Context: an optimization exercise on an open-source flow, tuned for small area, a short achievable clock period and few clock cycles per item. The choices shown serve that exercise and are no tape-out recipe. Only simulation tests tie the RTL to the original design; equivalence was not proved. Power and IR drop assume default switching activity.

[design/flow/config.mk]
export PLATFORM = sky130hd
export DESIGN_NAME = MIPS_DLX
export DESIGN_NICKNAME = MIPS_DLX
export VERILOG_FILES = /design/flow/design.v
export SDC_FILE = /design/flow/constraint.sdc
export NUM_CORES = 8
export LEC_CHECK = 0
export CAP_MARGIN = 20
export CORE_MARGIN = 2
export CORE_UTILIZATION = 40
export CTS_CLUSTER_DIAMETER = 100
export CTS_CLUSTER_SIZE = 20
export SETUP_SLACK_MARGIN = 5
export SLEW_MARGIN = 20
[design/flow/constraint.sdc]
create_clock -name core_clock -period 9.0 [get_ports {clock}]
set_input_delay 1.8000 -clock core_clock [delete_from_list [all_inputs] [get_ports {clock}]]
set_output_delay 1.8000 -clock core_clock [all_outputs]
set_load 0.01 [all_outputs]
[design/flow/design.v]
`timescale 1ns / 1ps
module ksadd #(parameter W = 32, parameter L = 5) (   
	input [W-1:0] a,
	input [W-1:0] b,
	input ci,
	output [W-1:0] s,
	output co
	);
wire [W-1:0] p0 = a ^ b;
wire [W-1:0] g [0:L];
wire [W-1:0] p [0:L];
assign g[0] = (a & b) | {{(W-1){1'b0}}, p0[0] & ci};
assign p[0] = p0;
genvar l, i;
generate
	for (l = 0; l < L; l = l + 1) begin : lvl
		for (i = 0; i < W; i = i + 1) begin : bit_
			if (i >= (1 << l)) begin : m
				assign g[l+1][i] = g[l][i] | (p[l][i] & g[l][i-(1<<l)]);
				assign p[l+1][i] = p[l][i] & p[l][i-(1<<l)];
			end else begin : c
				assign g[l+1][i] = g[l][i];
				assign p[l+1][i] = p[l][i];
			end
		end
	end
endgenerate
wire [W:0] c = {g[L], ci};
assign s = p0 ^ c[W-1:0];
assign co = c[W];
endmodule
`timescale 1ns / 1ps
module alu(
	input [31:0] a,
	input [31:0] bx,
	input sub,
	input sel_add,
	input sel_logic,
	input sel_shift,
	input sel_slt,
	input [1:0] lop,
	input sltu,
	input sleft,
	input sarith,
	input sfull,
	output [31:0] y
	);
wire [31:0] sum;
wire cout;
ksadd #(32) add (.a(a), .b(bx), .ci(sub), .s(sum), .co(cout));
wire [32:0] s33 = {cout, sum};
wire b31 = bx[31] ^ sub;
wire lt = sltu ? ~s33[32] : ((a[31] ^ b31) ? a[31] : s33[31]);
reg [31:0] lg;
always @* begin
	case (lop)
		2'b00: lg = a & bx;
		2'b01: lg = a | bx;
		2'b10: lg = a ^ bx;
		default: lg = ~(a | bx);
	endcase
end
wire fill = sarith & a[31];
wire big = sfull & (|bx[31:5]);
reg [31:0] xin, xrev;
integer k;
always @* begin
	for (k = 0; k < 32; k = k + 1)
		xin[k] = sleft ? a[31-k] : a[k];
end
wire [63:0] xs = {{32{fill}}, xin} >> bx[4:0];
always @* begin
	for (k = 0; k < 32; k = k + 1)
		xrev[k] = xs[31-k];
end
wire shr = sel_shift & ~sleft & ~big;
wire shl = sel_shift & sleft & ~big;
wire shf = sel_shift & big & fill;
assign y = ({32{sel_add}} & sum)
         | ({32{sel_logic}} & lg)
         | ({32{shr}} & xs[31:0])
         | ({32{shl}} & xrev)
         | {32{shf}}
         | {31'b0, sel_slt & lt};
endmodule
`timescale 1ns / 1ps
module MIPS_DLX(
	input clock,
	input reset,
	output [9:0] imem_addr,
	input [31:0] imem_data,
	output [9:0] dmem_addr,
	output [31:0] dmem_wdata,
	output dmem_we,
	input [31:0] dmem_rdata
	);
reg [9:0]  pc;
reg        d_v;             
reg        d_useimm;        
reg        d_sub;           
reg        d_immhi;         
reg        d_dec;           
reg [9:0]  d_pc;            
reg [31:0] d_ir;
reg [31:1] d_sa;            
reg [31:1] d_sb;            
reg        d_lbyp;          
reg        d_bpa, d_bpb;    
reg        d_wen;           
reg [4:0]  d_wa;
reg        d_pt;            
reg [9:0]  d_alt;           
reg        e_wen;
reg [4:0]  e_wa;
reg        e_load, e_store, e_br, e_bne, e_pt;
reg        e_addi;          
reg [9:0]  e_alt;
reg [9:0]  e_addr;          
reg [31:0] e_a;             
reg [31:0] e_b;             
reg        e_sub, e_sadd, e_slog, e_ssh, e_sslt, e_sltu, e_sleft, e_sarith, e_sfull;
reg [1:0]  e_lop;
wire [31:0] alu_y;
alu ALU (
	.a(e_a), .bx(e_b),
	.sub(e_sub), .sel_add(e_sadd), .sel_logic(e_slog), .sel_shift(e_ssh), .sel_slt(e_sslt),
	.lop(e_lop), .sltu(e_sltu), .sleft(e_sleft), .sarith(e_sarith), .sfull(e_sfull),
	.y(alu_y)
	);
assign dmem_addr  = e_addr;
assign dmem_wdata = e_b;
assign dmem_we    = e_store;
wire [31:0] e_res = alu_y | (dmem_rdata & {32{e_load}});
wire e_taken = e_bne ^ (e_a == e_b);
wire mispredict = e_br & (e_taken ^ e_pt);
wire [31:0] o_x = e_a ^ e_b;
wire [31:0] o_c = {e_a[30:1] | e_b[30:1], e_a[0] & e_b[0], 1'b1};
wire e_one = e_addi & (o_x == o_c);
reg [31:1] one_r;
genvar go_;
generate
	for (go_ = 1; go_ < 32; go_ = go_ + 1) begin : one_w
		always @(posedge clock)
			if (e_wen && e_wa == go_)
				one_r[go_] <= e_one;
	end
endgenerate
wire [5:0] op = d_ir[31:26];
wire [5:0] fn = d_ir[5:0];
wire d_rtype = ~op[5] & ~op[3] & ~op[2] & ~op[1];
wire d_br    = ~op[5] & ~op[3] &  op[2];
wire d_immal = ~op[5] &  op[3];
wire d_load  =  op[5] & ~op[3];
wire d_store =  op[5] &  op[3];
reg [31:0] rf [1:31];
genvar g;
generate
	for (g = 1; g < 32; g = g + 1) begin : wr
		always @(posedge clock)
			if (e_wen && e_wa == g)
				rf[g] <= e_res;
	end
endgenerate
reg [31:0] rf_a0, rf_b;
integer i;
always @* begin
	rf_a0 = 32'b0;
	rf_b = 32'b0;
	for (i = 1; i < 32; i = i + 1) begin
		rf_a0 = rf_a0 | ({32{d_sa[i]}} & rf[i]);
		rf_b = rf_b | ({32{d_sb[i]}} & rf[i]);
	end
end
wire [31:0] rf_a = rf_a0 | ({32{d_lbyp}} & dmem_rdata);
wire byp_a = d_bpa & e_wen;
wire byp_b = d_bpb & e_wen;
wire stall = d_v & op[5] & byp_a & ~e_load;
wire go = d_v & ~stall & ~mispredict;
wire [31:0] d_a = ({32{byp_a}} & e_res) | ({32{~byp_a}} & rf_a);
wire [31:0] d_imm = {{16{d_immhi}}, d_ir[15:0]};
wire bpb_n = byp_b & ~d_useimm & ~d_sub;
wire bpb_i = byp_b & ~d_useimm & d_sub;
wire [31:0] d_b0 = ((d_useimm ? d_imm : rf_b) ^ {32{d_sub}}) & {32{~(byp_b & ~d_useimm)}};
wire [31:0] d_b = ({32{bpb_n}} & e_res) | ({32{bpb_i}} & ~e_res) | d_b0;
wire d_addi = d_immal & ~op[2] & ~op[1];
wire d_fuse_ok = d_v & d_dec & ~byp_a;
wire d_addi_zero = |(d_sa & one_r);
wire [9:0] d_addr;
ksadd #(10, 4) add_ad (.a(rf_a[9:0]), .b(d_ir[9:0]), .ci(1'b0), .s(d_addr), .co());
always @(posedge clock) begin
	if (reset) begin
		e_wen   <= 1'b0;
		e_load  <= 1'b0;
		e_store <= 1'b0;
		e_br    <= 1'b0;
	end else begin
		e_wen   <= go & d_wen;
		e_load  <= go & d_load;
		e_store <= go & d_store;
		e_br    <= go & d_br;
	end
end
always @(posedge clock) begin
	e_wa     <= d_wa;
	e_bne    <= op[0];
	e_addi   <= d_addi;
	e_pt     <= d_pt;
	e_alt    <= d_alt;
	e_addr   <= d_addr;
	e_a      <= d_a;
	e_b      <= d_b;
	e_sub    <= d_sub;
	e_sadd   <= d_rtype ? (fn[5] & ~fn[3] & ~fn[2]) : (d_immal & ~op[2] & ~op[1]);
	e_slog   <= d_rtype ? (fn[5] & ~fn[3] & fn[2]) : (d_immal & op[2]);
	e_ssh    <= d_rtype & ~fn[5];
	e_sslt   <= d_rtype ? (fn[5] & fn[3]) : (d_immal & ~op[2] & op[1]);
	e_lop    <= d_rtype ? fn[1:0] : op[1:0];
	e_sltu   <= d_rtype & fn[0];
	e_sleft  <= ~fn[1];
	e_sarith <= fn[0];
	e_sfull  <= ~fn[2];
end
assign imem_addr = pc;
wire [31:0] ins = imem_data;
wire [5:0] f_op = ins[31:26];
wire [4:0] f_rs = ins[25:21];
wire [4:0] f_rt = ins[20:16];
wire [4:0] f_rd = ins[15:11];
wire f_rtype = ~f_op[5] & ~f_op[3] & ~f_op[2] & ~f_op[1];
wire f_j     = ~f_op[5] & ~f_op[3] & ~f_op[2] &  f_op[1];
wire f_br    = ~f_op[5] & ~f_op[3] &  f_op[2];
wire f_writes = f_rtype | (~f_op[5] & f_op[3]) | (f_op[5] & ~f_op[3]);
wire [4:0] f_wa = f_rtype ? f_rd : f_rt;
wire f_wen = f_writes & (f_wa != 5'd0);
wire [5:0] f_fn = ins[5:0];
wire f_immal = ~f_op[5] & f_op[3];
wire f_useimm = f_immal | (f_op[5] & ~f_op[3]);
wire f_immhi = ~(f_immal & f_op[2]) & ins[15];
wire f_sub = f_rtype ? (f_fn[5] & f_fn[1] & (f_fn[3] | ~f_fn[2])) : (f_immal & ~f_op[2] & f_op[1]);
wire [9:0] pc_inc = pc + 10'd1;
wire [9:0] pc_br;
ksadd #(10, 4) add_br (.a(pc), .b(ins[9:0]), .ci(1'b0), .s(pc_br), .co());
wire f_fuse = f_br & (f_rt == 5'd0) & (f_rs == d_wa) & d_fuse_ok;
wire f_pt_static = ins[9] | (f_op[0] ^ (f_rs == f_rt));
wire f_pt = f_fuse ? (f_op[0] ^ d_addi_zero) : f_pt_static;
wire f_lbyp = d_v & d_load & d_wen & (d_wa == f_rs);
reg [31:1] f_sa, f_sb;
integer k;
always @* begin
	for (k = 1; k < 32; k = k + 1)
		f_sa[k] = (f_rs == k);
	for (k = 1; k < 32; k = k + 1)
		f_sb[k] = (f_rt == k);
end
reg [9:0] pc_next;
always @* begin
	if (mispredict)            pc_next = e_alt;
	else if (stall)            pc_next = d_pc;
	else if (f_j)              pc_next = ins[9:0];
	else if (f_br & f_pt)      pc_next = pc_br;
	else                       pc_next = pc_inc;
end
always @(posedge clock) begin
	if (reset) begin
		pc  <= 10'd0;
		d_v <= 1'b0;
	end else begin
		pc <= pc_next;
		d_v <= ~(mispredict | stall);
	end
end
always @(posedge clock) begin
	begin
		d_pc  <= pc;
		d_ir  <= ins;
		d_useimm <= f_useimm;
		d_sub <= f_sub;
		d_immhi <= f_immhi;
		d_dec <= f_immal & ~f_op[2] & ~f_op[1] & (ins[15:0] == 16'hffff) & f_wen;
		d_sa  <= f_sa & ~{31{f_lbyp}};
		d_sb  <= f_sb;
		d_lbyp <= f_lbyp;
		d_bpa <= d_v & d_wen & (d_wa == f_rs);
		d_bpb <= d_v & d_wen & (d_wa == f_rt);
		d_wen <= f_wen;
		d_wa  <= f_wa;
		d_pt  <= f_pt;
		d_alt <= f_pt ? pc_inc : pc_br;
	end
end
endmodule
[design/flow/flow/run.sh]
#!/bin/bash
set -euo pipefail
cd "$(dirname "$0")/.."
bash standard.sh SYNTH_WRAPPED_OPERATORS=1 OPENROAD_HIERARCHICAL=1 SETUP_SLACK_MARGIN=5.4 finish > orfs_make.log 2>&1
[design/flow/standard.sh]
#!/bin/bash
# synth_recipe.tcl (not shown) runs the flow's synth.tcl, then flattens the netlist and writes it again
# the make line also repeats each setting of config.mk as NAME=value (left out here)
make -C /OpenROAD-flow-scripts/flow DESIGN_CONFIG=/design/flow/config.mk WORK_HOME=/design/flow/orfs CLKGATE_MAP_FILE= SYNTH_SCRIPT=/design/flow/synth_recipe.tcl "${@:-finish}"
==> results.txt, run 1 <==
outcome finished clean; routed vias between 40k and 50k; CP arrival between 4 and 5 ns; area grow syn2layout 17.4%; hold crit path type reg2reg; CTS max path bufs 3; crit-path cells clkdlybuf4s50_1 > a21oi_2 > o221ai_1 > a21oi_1 > o21ai_2 > buf_4 > o21ai_0 > xnor2_1; Gate Count Post-Synth between 4k and 5k; Clock Skew between 0.04 and 0.05 ns; initial antenna violation count 17; Reg clk slew, reported paths 0.09 ns; first-pass GRT wire length roughly 370 mm; io pins approximately 120; setup TNS 0 ns; GRT overflow 0; Comb pwr share between 20% and 30%; area leader, netlist edfxtp_1; maxcap violations 0; Peak VDD IR between 0.0001 and 0.00015 V; hold buffers post-CTS 0; gr usage total between 30 and 40%; Unique masters post-synth 66; Psw roughly 4000 µW; Synth Register Bits around 1.3k; Most used DFF post-synth edfxtp_1; compound-cell area share of the yosys netlist 20.2%; Final nets between 4k and 5k; Worst setup endpoint e_b[19]$_DFF_P_; CP Launch Type input pin; CORE AREA roughly 140000 µm²; # rows about 140; area share of the largest cell type after synthesis a little under three fifths; Worst Setup SP dmem_rdata[19]; Synthesized Nets ~4.2k; Die Area approximately 140000 µm²; Detailed Routing Iterations Pass 1 10; worst hold margin around 0.32 ns; FF-to-FF Start e_b[0]$_DFF_P_; CTS tree yes; min Tclk post-route 3.79 ns; Post-Layout Cell Count about 6.4k; drt wl/cell ~44 µm; XOR/XNOR Fraction of Synth Area under 10%; total power 13300 µW; DR vias/cell between 7 and 8; CP peak stage delay 0.85 ns; Worst-Margin Slew between 1 and 1.5 ns; RSZ-0062 raised after global routing yes; final core occ 47.2%; CTS Root Cell clkbuf_16; pin count of the biggest net entering global routing 65; post-synthesis sequential area ratio approximately 64%; Final Cycle Share about 42%; clock sink count around 1.3k; CTS Buf Count between 70 and 80; mux share of post-synthesis cell area under 10%; Post-Synth Adder-Cell Area under 10%; Initial Util between 40 and 50%; Slew HR roughly a fifth; initial DRC count 10.6k; Critical Path RT about 9.6 ns; worst path bufs/invs 2; Crit. End Element register; vias in the first global route around 45k; gpl congestion between 0.9 and 1; number of synthesized flops with an enable pin about 1k; Routed Antenna Nets 0; wirelength, routed 283 mm; critical path type in2reg; die outline width ~380 µm; Synth Area per Inst 13.6 µm²; r2r setup slk ~5.3 ns; asr flop ratio synth 0%; clock network power share around 28%; CP top delay family compound AO/OA/AOI/OAI gates; Leakage Power around 0.021 µW; top cells by count, synth 1023 x edfxtp_1, 689 x a22oi_1, 269 x nor2_1; H-tree levels 3; Final HPWL DP 158 mm; switching fraction of total power between 30% and 40%; Setup violations, final 0; Final Hold Viols 0; power density cells 205 nW/µm²; R2R cell count 13; Cells after DPL around 6k; yosys synthesis warning count 9; Final Max Tran Viols 0; Remaining DRCs 0; Port Buf Inserts 117; crit path max fanout 33; main combinational cell family by area after synthesis compound AO/OA/AOI/OAI gates; Cell Area, Synth approximately 55000 µm²; count leader, synth edfxtp_1; share of layout cells above drive strength 1 16.2%; Pint approximately 9200 µW; critical path's slowest cell clkdlybuf4s50_1; synthesized-area fraction occupied by and/or/nand/nor cells approximately 8.0%; synth top area cells edfxtp_1 56%, a22oi_1 9.4%, dfxtp_1 8.5%; reg-to-reg critical path endpoint e_b[19]$_DFF_P_; later-pin clock latency in the skew report 0.75 ns; Worst path depth 8; Die Y 376 µm; Fmax 0.264 GHz; Flop pwr share 51.0%
## power groups by stage
stage	Combinational [µW]	Clock, µW	Sequential [µW]
floorplan	1320	0	6820
global placement	2210	0	6930
detailed placement	2220	0	6930
CTS	2530	3660	6760
global route	2900	3870	6780
finish	2810	3710	6780
## state kept, by name (all words and copies together) (netlist names), 21 cells and up
register	count
d_ir	21
e_b	32
e_a	32
d_sb	31
one_r	31
rf	992
d_sa	31
## how the worst min path moves through the flow
stage / from / endpoint / depth (start not counted)
after global placement: d_alt[3]$_DFF_P_ / e_alt[3]$_DFF_P_ / 0
final: d_pt$_DFF_P_ / e_pt$_DFF_P_ / 0
after floorplan: d_alt[0]$_DFF_P_ / e_alt[0]$_DFF_P_ / 0
after detailed placement: d_alt[6]$_DFF_P_ / e_alt[6]$_DFF_P_ / 0
after CTS: d_alt[0]$_DFF_P_ / e_alt[0]$_DFF_P_ / 0
after global routing: d_pt$_DFF_P_ / e_pt$_DFF_P_ / 0
## final cells by class
class / instances / area [µm²]
repair inverters: 4 / 31.3
clock inverters: 9 / 123
clock buffers: 119 / 2110
fillers: 12000 / 72500
diodes: 17 / 42.5
flip-flops and latches: 1258 / 35700
multi-input cells: 2679 / 20800
inverters: 130 / 549
well taps: 1794 / 2240
repair buffers: 359 / 3200
## routing by layer
metal | routed length (µm) | GRT usage, % | up-vias
li1 | - | - | 18200
met1 | 92500 | 46.5 | 23700
met2 | 113000 | 53.2 | 5547
met3 | 51500 | 18.4 | 1551
met4 | 26100 | 28.3 | 22
met5 | 404 | 0.652 | -
## timing repair
action                      CTS  global route
gates cloned                  8             2
setup endpoints to repair  1116           217
pin swaps                    30            41
gates resized for setup     265           140
buffers inserted             61            46
## placed cells by master (no fill, tap or decap), types with 18 or more instances in the layout
master	n
a21o_1	18
a21oi_1	93
a221oi_1	140
a222oi_1	92
a22o_1	125
a22oi_1	683
buf_4	205
clkbuf_1	41
clkbuf_16	78
clkdlybuf4s50_1	80
clkinv_1	120
dfxtp_1	109
dfxtp_2	79
dfxtp_4	47
edfxtp_1	1023
ha_1	60
ha_4	18
mux2i_1	36
mux4_2	41
nand2_1	135
nand3_1	96
nand4_1	183
nor2_1	235
nor2_4	32
nor3_1	36
nor4_1	59
o21ai_0	94
o221ai_1	20
xnor2_1	81
xor2_1	35
## cell families (layout without fill, tap and decap cells)
family                     Yosys count  count (layout)
AOI/OAI and AO/OA                 1473            1477
DFF                               1258            1258
and+or+nand+nor                    888             890
buffers and inverters              130             621
xor gates and xnor gates           120             120
adders and majority gates           98              98
muxes                               94              94
other                                0              17
## per-stage QoR
step	setup slack (ns)	instance area [µm²]
after floorplan	4.91	55600
after global placement	3.77	60400
after detailed placement	3.73	60400
after CTS	5.32	64000
after global routing	5.27	64800
final	5.21	64800
Testbench counts, summed over its fixed seeds: cycles 127,628, instrs 122,234.
==> run 2: changes to the inputs <==
--- a/design/flow/design.v
+++ b/design/flow/design.v
@@ -101,3 +101,2 @@
 reg        d_immhi;         
-reg        d_dec;           
 reg [9:0]  d_pc;            
@@ -185,3 +184,3 @@
 wire d_addi = d_immal & ~op[2] & ~op[1];
-wire d_fuse_ok = d_v & d_dec & ~byp_a;
+wire d_fuse_ok = d_v & d_addi & (d_ir[15:0] == 16'hffff) & d_wen & ~byp_a;
 wire d_addi_zero = |(d_sa & one_r);
@@ -278,3 +277,2 @@
 		d_immhi <= f_immhi;
-		d_dec <= f_immal & ~f_op[2] & ~f_op[1] & (ins[15:0] == 16'hffff) & f_wen;
 		d_sa  <= f_sa & ~{31{f_lbyp}};
==> design/flow/flow/run.sh (replaced) <==
#!/bin/bash
set -euo pipefail
cd "$(dirname "$0")/.."
bash standard.sh SYNTH_WRAPPED_OPERATORS=1 OPENROAD_HIERARCHICAL=1 \
	"BUFFER_PORTS_ARGS=-buffer_cell sky130_fd_sc_hd__buf_4" \
	SETUP_SLACK_MARGIN=5.4 finish > orfs_make.log 2>&1
==> run 2 against run 1 <==
  * Sequential share of layout area decreased by 0.28 points
  * Core utilization decreased by 0.50 points
  * Non-clock buffer count decreased by 16
  * Synthesized cell count increased by 1.1%
  * Hold slack improved by 0.012 ns
  * Combinational power about the same
  * Die area increased by 0.95%
  * Register-to-register slack got worse by 0.02 ns
  * Global-route usage decreased by 0.37 points
  * Wire length decreased by 0.37%
  * Clock power decreased by 4%
  * Highest routed layer unchanged
==> results.txt, run 2 <==
gpl congestion 0.999 (+3.2%); DR vias/cell 7.55 (-1.8%); critical path's slowest cell mux4_2; met2 global-route usage 52.9% (-0.31 points); yosys synthesis warning count 9 (unchanged); Cells after DPL 6237 (+2.1%); Gate Count Post-Synth 4105 (+1.1%); outcome finished clean; later-pin clock latency in the skew report 0.73 ns (-0.02 ns); R2R cell count 16 (+3); clock sink count 1257 (-0.079%); CP Launch Type register; CTS Root Cell clkbuf_16; vias in the first global route 45.3k (+1.5%); top cells by count, synth 1023 x edfxtp_1, 655 x a22oi_1, 242 x nor2_1; hold crit path type reg2reg; most common cell after layout, fill and taps aside edfxtp_1; Final Hold Viols 0 (unchanged); gr usage total 38.2% (-0.37 points); CTS tree yes; synth top area cells edfxtp_1 55%, a22oi_1 8.8%, dfxtp_1 8.4%; CORE AREA 139000 µm² (+1.2%); Sequential Area 35600 µm² (-0.36%); Fmax 0.268 GHz (+1.4%); area leader, netlist edfxtp_1; area of the multi-input gates 21400 µm² (+2.8%); Clock Skew 0.0541 ns (+0.00791 ns); die outline width 377 µm (+0.48%); post-synthesis sequential area ratio 63.5% (-0.65 points); initial DRC count 9727 (-8.1%); RSZ-0062 raised after global routing yes; Detailed Routing Iterations Pass 1 10 (unchanged); Reg clk slew, reported paths 0.09 ns (about the same); wirelength, routed 282 mm (-0.37%); setup TNS 0 ns (unchanged); routed vias 48.9k (-0.14%); crit path max fanout 17 (-48%); Die Area 142000 µm² (+0.95%); Worst-Margin Slew 1.14 ns (-0.0769 ns); Synth Register Bits 1257 (-0.079%); Leakage Power 0.0209 µW (+0.37%); Most used DFF post-synth edfxtp_1; maxcap violations 0 (unchanged); GRT met3 Usage 18.8% (+0.39 points); CP arrival 4.30 ns (-0.07 ns); Cell Area, Synth 55800 µm² (+0.96%); Peak VDD IR 0.000134 V (-7.4%); drt wl/cell 43.6 µm (-2.0%); Synth Area per Inst 13.6 µm² (-0.12%); power density cells 203 nW/µm² (-1.2%); Die Y 377 µm (+0.48%); Final nets 4699 (+0.60%); Biggest register rf; H-tree levels 3 (unchanged); Slew HR 24.3% (+5.1 points); GRT overflow 0 (unchanged); area share of the largest cell type after synthesis 55.1% (-0.53 points); min Tclk post-route 3.74 ns (-0.0517 ns); first-pass GRT wire length 371 mm (-0.11%); biggest regs rf (992), e_a (32), e_b (32); critical path type reg2reg; io pins 119 (unchanged); count leader, synth edfxtp_1; Setup violations, final 0 (unchanged); Critical Path RT 9.56 ns (-0.02 ns); initial antenna violation count 22 (+5); Routed Antenna Nets 0 (unchanged); Unique masters post-synth 69 (+4.5%); CP peak stage delay 0.54 ns (-0.31 ns); Initial Util 40.1% (-0.11 points); asr flop ratio synth 0% (unchanged); Top Usage Layer GRT met2; met1 GRT Util 45.9% (-0.62 points); number of synthesized flops with an enable pin 1023 (unchanged); CTS max path bufs 3 (unchanged); CTS Buf Count 74 (-1.3%); Final HPWL DP 162 mm (+2.4%); share of layout cells above drive strength 1 17.5% (+1.4 points); Final Cycle Share 41.5% (-0.57 points); Final Max Tran Viols 0 (unchanged); crit-path cells buf_12 > buf_16 > buf_4 > buf_4 > nor2_1 > o21ai_0 > mux2_2 > a21bo_1 > mux4_2 > nor2_1 > a221oi_1 > o211ai_1 > buf_4 > clkbuf_8 > nor2_1 > a21oi_4; Remaining DRCs 0 (unchanged); worst hold margin 0.331 ns (+0.0116 ns); Post-Layout Cell Count 6474 (+1.6%); pin count of the biggest net entering global routing 58 (-11%); Port Buf Inserts 117 (unchanged); # rows 137 (+0.74%); Fill cells 12.3k (+2.8%); Crit. End Element register; area grow syn2layout 16.4%; most frequent cells in the layout 1023 x edfxtp_1, 653 x a22oi_1, 296 x buf_4, 202 x nor2_1, 179 x nand4_1; Hold Crit Depth 0 (unchanged); Synthesized Nets 4269 (+1.0%); max reg flops 992 (unchanged)
run 2: changes by cell type after synthesis, sizes merged, moves of 8 or more:
cell / previous run / this run
nor2b: 12 / 23
a21o: 21 / 29
clkinv: 130 / 121
nand2: 139 / 149
a22o: 125 / 141
a221oi: 144 / 161
a21oi: 116 / 134
mux2: 15 / 38
a22oi: 689 / 655
o221ai: 25 / 2
nor2: 269 / 242
mux2i: 38 / 46
run 2: through the flow:
step | instance area [µm²] | utilization (%) | setup slack, ns | total power [µW]
after global placement | 60700 | 43.6 | 3.57 | 9170
after floorplan | 56000 | - | 5.11 | 8170
after detailed placement | 60700 | 43.6 | 3.43 | 9180
final | 64900 | 46.7 | 5.26 | 13200
after global routing | 64900 | 46.7 | 5.26 | 13400
after CTS | 64100 | 46.1 | 5.36 | 12800
run 2: final timing paths:
check	start	end	slack, ns
max	e_b[0]$_DFF_P_	e_a[16]$_DFF_P_	5.26
min	d_alt[4]$_DFF_P_	e_alt[4]$_DFF_P_	0.33
max reg2reg	e_b[0]$_DFF_P_	e_a[16]$_DFF_P_	5.26
min reg2reg	d_alt[4]$_DFF_P_	e_alt[4]$_DFF_P_	0.33
run 2: metal layers:
metal  share of wire (%)  routed length [µm]
met5               0.064                 180
met4                 9.1               25700
met1                  33               92200
met2                  40              112000
met3                  19               52300
run 2: cell type report:
cell class	instances	share of cell area (%)
Inverter	121	0.761
Tap cell	1876	3.62
Timing Repair Buffer	343	4.56
Clock inverter	8	0.125
Multi-Input combinational cell	2738	33.0
Clock buffer	115	3.12
Sequential cell	1257	54.8
Antenna cell	16	0.0617
run 2: cell families after synthesis:
kind of cell / Yosys count / synth area share (%)
AOI/OAI and AO/OA: 1489 / 20.1
DFF: 1257 / 63.5
and+or+nand+nor: 897 / 8.09
muxes: 130 / 3.45
buffers and inverters: 121 / 0.815
xor gates and xnor gates: 113 / 1.77
adders and majority gates: 98 / 2.25
run 2: timing repair:
action	in CTS	in global routing
hold buffers	0	0
gates resized for setup	170	119
pin swaps	28	21
cloned	11	5
setup endpoints to repair	1081	336
setup buffers	42	40
run 2: report_power, final:
| part | internal (µW) | switching, µW |
|---|---|---|
| logic | 1020 | 1790 |
| clock network | 1570 | 2000 |
| registers | 6520 | 248 |
| total | 9110 | 4040 |
run 2: worst max-delay path: cells and delay by family, from the launching register on:
family                 cells  cell delay, ns
and+or+nand+nor            3            0.38
DFF                        1            0.36
muxes                      2            0.89
buffers and inverters      6            0.97
AOI/OAI and AO/OA          5            0.92
Testbench counts of run 2, summed over its fixed seeds: cycles 127,628, instrs 122,234.
==> run 3: changes to the inputs <==
--- a/design/flow/design.v
+++ b/design/flow/design.v
@@ -35,2 +35,3 @@
 	input [31:0] bx,
+	input [4:0] amt,       
 	input sub,
@@ -70,3 +71,3 @@
 end
-wire [63:0] xs = {{32{fill}}, xin} >> bx[4:0];
+wire [63:0] xs = {{32{fill}}, xin} >> amt;
 always @* begin
@@ -101,2 +102,3 @@
 reg        d_immhi;         
+reg        d_dec;           
 reg [9:0]  d_pc;            
@@ -119,2 +121,3 @@
 reg [31:0] e_b;             
+reg [4:0]  e_amt;           
 reg        e_sub, e_sadd, e_slog, e_ssh, e_sslt, e_sltu, e_sleft, e_sarith, e_sfull;
@@ -123,3 +126,3 @@
 alu ALU (
-	.a(e_a), .bx(e_b),
+	.a(e_a), .bx(e_b), .amt(e_amt),
 	.sub(e_sub), .sel_add(e_sadd), .sel_logic(e_slog), .sel_shift(e_ssh), .sel_slt(e_sslt),
@@ -184,3 +187,3 @@
 wire d_addi = d_immal & ~op[2] & ~op[1];
-wire d_fuse_ok = d_v & d_addi & (d_ir[15:0] == 16'hffff) & d_wen & ~byp_a;
+wire d_fuse_ok = d_v & d_dec & ~byp_a;
 wire d_addi_zero = |(d_sa & one_r);
@@ -210,2 +213,3 @@
 	e_b      <= d_b;
+	e_amt    <= byp_b ? e_res[4:0] : rf_b[4:0];
 	e_sub    <= d_sub;
@@ -277,2 +281,3 @@
 		d_immhi <= f_immhi;
+		d_dec <= f_immal & ~f_op[2] & ~f_op[1] & (ins[15:0] == 16'hffff) & f_wen;
 		d_sa  <= f_sa & ~{31{f_lbyp}};
==> run 3 against run 2 <==
  * First-iteration DRC count grew 19%
  * Largest power group unchanged
  * Power shrank 0.86%
  * Maximum frequency grew 2.5%
  * Still clean on timing, DRC and antenna
  * Wire length grew 2.3%
  * Die area grew 0.36%
  * Synthesized cell count grew 1.4%
==> results.txt, run 3 <==
outcome finished clean; CP Launch Type register; Synthesized Nets 4327 (+1.4%); Final Hold Viols 0 (unchanged); synth top area cells edfxtp_1 55%, a22oi_1 8.7%, dfxtp_1 8.6%; Worst-Margin Slew 1.27 ns (+0.137 ns); yosys synthesis warning count 9 (unchanged); Worst path depth 11 (-5); CP top delay family compound AO/OA/AOI/OAI gates; crit-path cells nor4_2 > nand4_1 > o21ai_0 > nand3b_1 > buf_4 > buf_4 > a211o_1 > o2111ai_2 > buf_4 > nor2_1 > a21oi_1; initial antenna violation count 14 (-36%); share of layout cells above drive strength 1 16.3% (-1.3 points); Biggest register rf; setup TNS 0 ns (unchanged); gpl congestion 0.973 (-2.6%); initial DRC count 11.6k (+19%); Gate Count Post-Synth 4163 (+1.4%); Remaining DRCs 0 (unchanged); total power 13000 µW (-0.86%); count leader, synth edfxtp_1; critical path's slowest cell a21oi_1; wirelength, routed 289 mm (+2.3%); Worst path most repeated cell buf_4; Die Y 378 µm (+0.18%); # rows 137 (unchanged); Synth Register Bits 1263 (+0.48%); GRT overflow 0 (unchanged); Fmax 0.274 GHz (+2.5%); gr usage total 38.9% (+0.70 points); later-pin clock latency in the skew report 0.75 ns (+0.02 ns); critical path type reg2reg; CP peak stage delay 0.52 ns (-0.02 ns); Final nets 4713 (+0.30%); area grow syn2layout 15.2%; Crit. End Element register; Setup violations, final 0 (unchanged); routed vias 49.8k (+1.8%); H-tree levels 3 (unchanged); Port Buf Inserts 117 (unchanged); Final Cycle Share 40.5% (-1.0 points); CTS Root Cell clkbuf_16; die outline width 378 µm (+0.18%); Reg clk slew, reported paths 0.09 ns (about the same); worst path bufs/invs 3 (-3); Final Instance Area 64500 µm² (-0.69%); CP arrival 4.17 ns (-0.13 ns); most frequent cells in the layout 1023 x edfxtp_1, 646 x a22oi_1, 278 x buf_4, 238 x nor2_1, 187 x nand4_1; RSZ-0062 raised after global routing yes; Die Area 143000 µm² (+0.36%); top cells by count, synth 1023 x edfxtp_1, 648 x a22oi_1, 276 x nor2_1; R2R cell count 11 (-5); DR vias/cell 7.66 (+1.4%); Hold Crit Depth 0 (unchanged); power density cells 202 nW/µm² (-0.16%); Initial Util 40.2% (+0.094 points); placed cell area 61000 µm² (+0.49%); Final HPWL DP 155 mm (-4.3%); most common cell after layout, fill and taps aside edfxtp_1; CORE AREA 139000 µm² (+0.12%); clock sink count 1263 (+0.48%); Slew HR 15.2% (-9.1 points); max reg flops 992 (unchanged); Clock Skew 0.0537 ns (-0.000403 ns); CTS tree yes; first-pass GRT wire length 378 mm (+2.0%); Synth Area per Inst 13.4 µm² (-1.0%); Unique masters post-synth 66 (-4.3%); CTS Buf Count 74 (unchanged); Routed Antenna Nets 0 (unchanged); crit path max fanout 33 (+16); number of synthesized flops with an enable pin 1023 (unchanged); post-synthesis sequential area ratio 63.5% (about the same); area share of the largest cell type after synthesis 54.9% (-0.20 points); Cell Area, Synth 56000 µm² (+0.36%); Peak VDD IR 0.000149 V (+11%); biggest regs rf (992), e_a (32), e_b (32); area leader, netlist edfxtp_1; Detailed Routing Iterations Pass 1 10 (unchanged); pin count of the biggest net entering global routing 58 (unchanged); Final Max Tran Viols 0 (unchanged); Critical Path RT 9.53 ns (-0.03 ns); Leakage Power 0.0208 µW (-0.59%); Most used DFF post-synth edfxtp_1; drt wl/cell 44.4 µm (+2.0%); maxcap violations 0 (unchanged); hold crit path type reg2reg; asr flop ratio synth 0% (unchanged); io pins 119 (unchanged); CTS max path bufs 3 (unchanged); vias in the first global route 45.2k (-0.15%); min Tclk post-route 3.65 ns (-0.0917 ns)
## run 3: cell types whose count changed in the layout (fill, tap and decap cells not counted), moves of 11 or more
cell,change
nand2_1,+29
a222oi_1,-13
nor2_1,+36
dfxtp_2,+17
buf_4,-18
o21ai_0,-16
nor2b_1,-12
buf_6,-11
dfxtp_1,-16
xor2_1,+14
a21oi_1,+38
## run 3: final timing paths
kind	start	to	slack (ns)
max	e_b[5]$_DFF_P_	e_a[12]$_DFF_P_	5.35
min	d_alt[9]$_DFF_P_	e_alt[9]$_DFF_P_	0.32
max reg2reg	e_b[5]$_DFF_P_	e_a[12]$_DFF_P_	5.35
min reg2reg	d_alt[9]$_DFF_P_	e_alt[9]$_DFF_P_	0.32
## run 3: what timing repair did
item / 4_1_cts / 5_1_grt
gates resized for setup: 117 / 120
cloned: 4 / 6
pin swaps: 10 / 21
endpoints found under the setup margin: 783 / 173
hold buffers: 0 / 0
buffers inserted: 20 / 19
## run 3: final cells by class
| type | count | area [µm²] |
|---|---|---|
| tap | 1876 | 2350 |
| inverter | 123 | 480 |
| clock buffer | 125 | 2110 |
| timing repair buffer | 305 | 2500 |
| multi-input combinational | 2782 | 21200 |
| clock inverter | 8 | 104 |
| fill | 12500 | 74700 |
| sequential | 1263 | 35700 |
| antenna | 14 | 35.0 |
## run 3: report_power, final
| group | switching (µW) | internal [µW] |
|---|---|---|
| clock | 2030 | 1630 |
| combinational | 1640 | 900 |
| sequential | 284 | 6550 |
## run 3: worst register-to-register path: stages, from the launching register on
cell and delay, ns:
dfxtp_4 0.44, nor4_2 0.36, nand4_1 0.22, o21ai_0 0.38, nand3b_1 0.20, buf_4 0.20
buf_4 0.21, a211o_1 0.30, o2111ai_2 0.08, buf_4 0.40, nor2_1 0.12, a21oi_1 0.52
## run 3: stage by stage
step / cells / utilization (%) / setup WS [ns] / hold slack [ns]
after floorplan: 4163 / - / 5.00 / 0.310
after global placement: 6300 / 43.8 / 4.35 / 0.311
after detailed placement: 6300 / 43.8 / 4.34 / 0.314
after CTS: 6457 / 45.8 / 5.30 / 0.323
after global routing: 6484 / 46.3 / 5.32 / 0.332
final: 6496 / 46.3 / 5.35 / 0.323
## run 3: cells by family (layout without fill, tap and decap cells)
kind of cell             Yosys count  after routing  share of synthesized area (%)
AO/OA/AOI/OAI                   1484           1487                           20.0
flip-flops                      1263           1263                           63.5
other                              0             14                              0
buffers and inverters            123            561                          0.825
adder cells (fa/ha/maj)           98             98                           2.24
AND/OR/NAND/NOR                  957            959                           8.47
multiplexers                     121            121                           3.19
XOR/XNOR                         117            117                           1.83
## run 3: per-layer routing
metal	part of all wire [%]	track usage [%]
met2	40	54.0
met1	32	47.5
met5	0.23	0.412
met3	19	19.2
met4	9.0	25.4
Testbench counts of run 3, summed over its fixed seeds: cycles 127,628, instrs 122,234.
==> run 4: changes to the inputs <==
--- a/design/flow/design.v
+++ b/design/flow/design.v
@@ -108,2 +108,7 @@
 reg        d_lbyp;          
+reg        d_wsa, d_wsb;    
+reg        w_wen;           
+reg [4:0]  w_wa;
+reg [31:0] w_res;
+reg        w_one;
 reg        d_bpa, d_bpb;    
@@ -145,4 +150,4 @@
 		always @(posedge clock)
-			if (e_wen && e_wa == go_)
-				one_r[go_] <= e_one;
+			if (w_wen && w_wa == go_)
+				one_r[go_] <= w_one;
 	end
@@ -161,4 +166,4 @@
 		always @(posedge clock)
-			if (e_wen && e_wa == g)
-				rf[g] <= e_res;
+			if (w_wen && w_wa == g)
+				rf[g] <= w_res;
 	end
@@ -174,2 +179,4 @@
 	end
+	rf_a0 = rf_a0 | ({32{d_wsa}} & w_res);
+	rf_b = rf_b | ({32{d_wsb}} & w_res);
 end
@@ -188,3 +195,3 @@
 wire d_fuse_ok = d_v & d_dec & ~byp_a;
-wire d_addi_zero = |(d_sa & one_r);
+wire d_addi_zero = |(d_sa & one_r) | (d_wsa & w_one);
 wire [9:0] d_addr;
@@ -192,2 +199,8 @@
 always @(posedge clock) begin
+	w_wen <= ~reset & e_wen;
+	w_wa  <= e_wa;
+	w_res <= e_res;
+	w_one <= e_one;
+end
+always @(posedge clock) begin
 	if (reset) begin
@@ -249,2 +262,4 @@
 wire f_lbyp = d_v & d_load & d_wen & (d_wa == f_rs);
+wire f_wbpa = e_wen & (e_wa == f_rs);
+wire f_wbpb = e_wen & (e_wa == f_rt);
 reg [31:1] f_sa, f_sb;
@@ -282,4 +297,6 @@
 		d_dec <= f_immal & ~f_op[2] & ~f_op[1] & (ins[15:0] == 16'hffff) & f_wen;
-		d_sa  <= f_sa & ~{31{f_lbyp}};
-		d_sb  <= f_sb;
+		d_sa  <= f_sa & ~{31{f_lbyp | f_wbpa}};
+		d_sb  <= f_sb & ~{31{f_wbpb}};
+		d_wsa <= f_wbpa & ~f_lbyp;
+		d_wsb <= f_wbpb;
 		d_lbyp <= f_lbyp;
==> run 4 against run 3 <==
  * Still clean on timing, DRC and antenna
  * First-iteration DRC count decreased by 17%
  * Area after synthesis up 2.4%
  * Core utilization is 0.25 points lower
  * Global-route usage is 1.3 points lower
  * Critical path type unchanged
  * Critical endpoint is now e_b[3]$_DFF_P_
  * Highest routed layer unchanged
==> results.txt, run 4 <==
Unique masters post-synth 68 (+3.0%); area leader, netlist edfxtp_1; Final HPWL DP 169 mm (+9.5%); max reg flops 992 (unchanged); most common cell after layout, fill and taps aside edfxtp_1; Gate Count Post-Synth 4197 (+0.82%); gpl congestion 1.04 (+6.5%); number of synthesized flops with an enable pin 1023 (unchanged); DR vias/cell 7.49 (-2.2%); CTS Buf Count 76 (+2.7%); Most used DFF post-synth edfxtp_1; share of layout cells above drive strength 1 14.7% (-1.6 points); CP Launch Type register; Clock Skew 0.0454 ns (-0.00822 ns); Detailed Routing Iterations Pass 1 7 (-3); power density cells 202 nW/µm² (-0.26%); area grow syn2layout 14.1%; Final Hold Viols 0 (unchanged); setup TNS 0 ns (unchanged); top cells by count, synth 1023 x edfxtp_1, 580 x a22oi_1, 281 x dfxtp_1; Slew HR 14.3% (-0.83 points); count leader, synth edfxtp_1; Synth Area per Inst 13.7 µm² (+1.6%); first-pass GRT wire length 379 mm (about the same); crit path max fanout 8 (-76%); io pins 119 (unchanged); Final nets 4756 (+0.91%); H-tree levels 3 (unchanged); Peak VDD IR 0.000162 V (+9.1%); Synth Register Bits 1304 (+3.2%); Port Buf Inserts 117 (unchanged); CTS max path bufs 3 (unchanged); asr flop ratio synth 0% (unchanged); CP arrival 4.30 ns (+0.13 ns); Critical Path RT 9.58 ns (+0.05 ns); GRT overflow 0 (unchanged); hold crit path type reg2reg; Biggest register rf; Final Max Tran Viols 0 (unchanged); synth top area cells edfxtp_1 54%, dfxtp_1 9.8%, a22oi_1 7.6%; pin count of the biggest net entering global routing 68 (+17%); area share of the largest cell type after synthesis 53.6% (-1.3 points); initial DRC count 9577 (-17%); Remaining DRCs 0 (unchanged); initial antenna violation count 18 (+4); CTS Root Cell clkbuf_16; Crit. End Element register; Synthesized Nets 4361 (+0.79%); Routed Antenna Nets 0 (unchanged); Die Area 146000 µm² (+2.4%); yosys synthesis warning count 9 (unchanged); drt wl/cell 43.3 µm (-2.6%); vias in the first global route 45.6k (+0.90%); Fmax 0.269 GHz (-1.8%); Setup violations, final 0 (unchanged); Cell Area, Synth 57300 µm² (+2.4%); gr usage total 37.5% (-1.3 points); Reg clk slew, reported paths 0.08 ns (about the same); clock sink count 1304 (+3.2%); RSZ-0062 raised after global routing yes; CORE AREA 142000 µm² (+2.0%); routed vias 49.1k (-1.3%); Worst-Margin Slew 1.27 ns (+0.000662 ns); Final Cycle Share 41.3% (+0.75 points); post-synthesis sequential area ratio 63.4% (-0.070 points); # rows 138 (+0.73%); critical path type reg2reg; total power 13200 µW (+1.2%); min Tclk post-route 3.71 ns (+0.0673 ns); wirelength, routed 284 mm (-1.7%); outcome finished clean; Leakage Power 0.0214 µW (+2.7%); Die Y 383 µm (+1.2%); CTS tree yes; maxcap violations 0 (unchanged); die outline width 383 µm (+1.2%); most frequent cells in the layout 1023 x edfxtp_1, 580 x a22oi_1, 298 x buf_4, 234 x a221oi_1, 222 x a22o_1; Initial Util 40.4% (+0.18 points); later-pin clock latency in the skew report 0.75 ns (about the same)
[run 4: kinds of logic after synthesis]
family	count (synthesis)	share of synthesized area [%]
buffers and inverters	130	0.851
AOI/OAI and AO/OA	1500	20.1
xor gates and xnor gates	122	1.86
DFF	1304	63.4
and+or+nand+nor	887	7.75
muxes	155	3.86
adders and majority gates	99	2.21
[run 4: path summary, 6_finish.rpt]
| kind | slack [ns] | startpoint | cells past startpoint | end |
|---|---|---|---|---|
| setup / recovery | 5.29 | e_a[27]$_DFF_P_ | 10 | e_b[3]$_DFF_P_ |
| hold / removal | 0.33 | d_alt[2]$_DFF_P_ | 0 | e_alt[2]$_DFF_P_ |
| setup reg to reg | 5.29 | e_a[27]$_DFF_P_ | 10 | e_b[3]$_DFF_P_ |
| hold reg to reg | 0.33 | d_alt[2]$_DFF_P_ | 0 | e_alt[2]$_DFF_P_ |
[run 4: critical path, cell delays in order (launching register included)]
cell	delay, ns
dfxtp_1	0.74
mux4_2	0.41
mux2i_1	0.08
mux2_1	0.35
mux2i_1	0.40
a21oi_2	0.21
o21ai_0	0.29
a211o_1	0.35
a2bb2oi_2	0.40
mux2i_1	0.17
xnor2_1	0.15
[run 4: what timing repair did]
item,4_1_cts,5_1_grt
buffers inserted,8,13
hold endpoints to repair,0,0
resized for setup,87,72
hold buffers,0,0
setup endpoints to repair,109,44
gates cloned,0,2
pin swaps,4,14
[run 4: area by class of cell]
class                      count  area [µm²]
fill                       12800       76500
sequential                  1304       36500
multi-input combinational   2764       21300
timing repair buffer         316        2530
tap                         1890        2360
clock buffer                 126        2110
inverter                     130         494
clock inverter                 9         104
antenna                       18        45.0
[run 4: stage by stage]
step	worst slack, ns	cell area (µm²)	cells	utilization (%)	hold slack, ns
floorplan	4.89	57400	4197	-	0.310
global placement	4.06	62300	6380	43.9	0.311
detailed placement	4.05	62300	6380	43.9	0.312
CTS	5.36	65000	6523	45.8	0.331
global route	5.25	65300	6539	46.0	0.335
finish	5.29	65400	6557	46.1	0.331
[run 4: layer usage]
| layer | vias up | GRT usage (%) | wire [µm] | share of wire [%] |
|---|---|---|---|---|
| met4 | 16 | 28.2 | 28000 | 9.9 |
| met2 | 5035 | 53.7 | 115000 | 41 |
| li1 | 18600 | - | - | - |
| met3 | 1586 | 16.8 | 48300 | 17 |
| met1 | 23900 | 44.3 | 91700 | 32 |
| met5 | - | 0.198 | 120 | 0.042 |
[run 4: power breakdown]
group	internal [µW]	switching, µW	leakage (µW)	total (µW)
clock	1630	2090	0.00106	3730
combinational	870	1530	0.00859	2400
sequential	6740	318	0.0117	7060
total	9240	3950	0.0214	13200
Testbench counts of run 4, summed over its fixed seeds: cycles 127,628, instrs 122,234.

## static timing again, ports no longer ideal
The results above use ideal ports. As a check the final layouts listed here were re-extracted and re-timed, cells and wires unchanged. Step 1 assumes that a clkbuf_16 drives the clock port and a buf_2 every other input. Step 2 adds t to the input delays and takes it off the output delays; t is the mean of the earliest and latest rising clock arrival at the registers after step 1. Input paths then give back, and output paths get back, about the clock's delay inside the block. a / b / c = ideal / step 1 / step 2; a / b = the first two.
run | shift t [ns] | setup WS [ns] | slew at the worst register clock pin (ns) | worst data-port slew with drivers (ns)
run 1 | 0.804 | 5.211 / 5.256 / 4.463 | 0.09 / 0.09 | 0.06
run 2 | 0.789 | 5.262 / 5.262 / 4.724 | 0.10 / 0.10 | 0.07
run 3 | 0.811 | 5.354 / 5.354 / 4.715 | 0.10 / 0.10 | 0.05
run 4 | 0.796 | 5.287 / 5.287 / 4.621 | 0.10 / 0.10 | 0.06
After both steps every run listed still meets setup and hold. For run 1, which loses most, drivers alone change the setup slack by +0.045 ns; drivers and shift together by -0.748 ns.
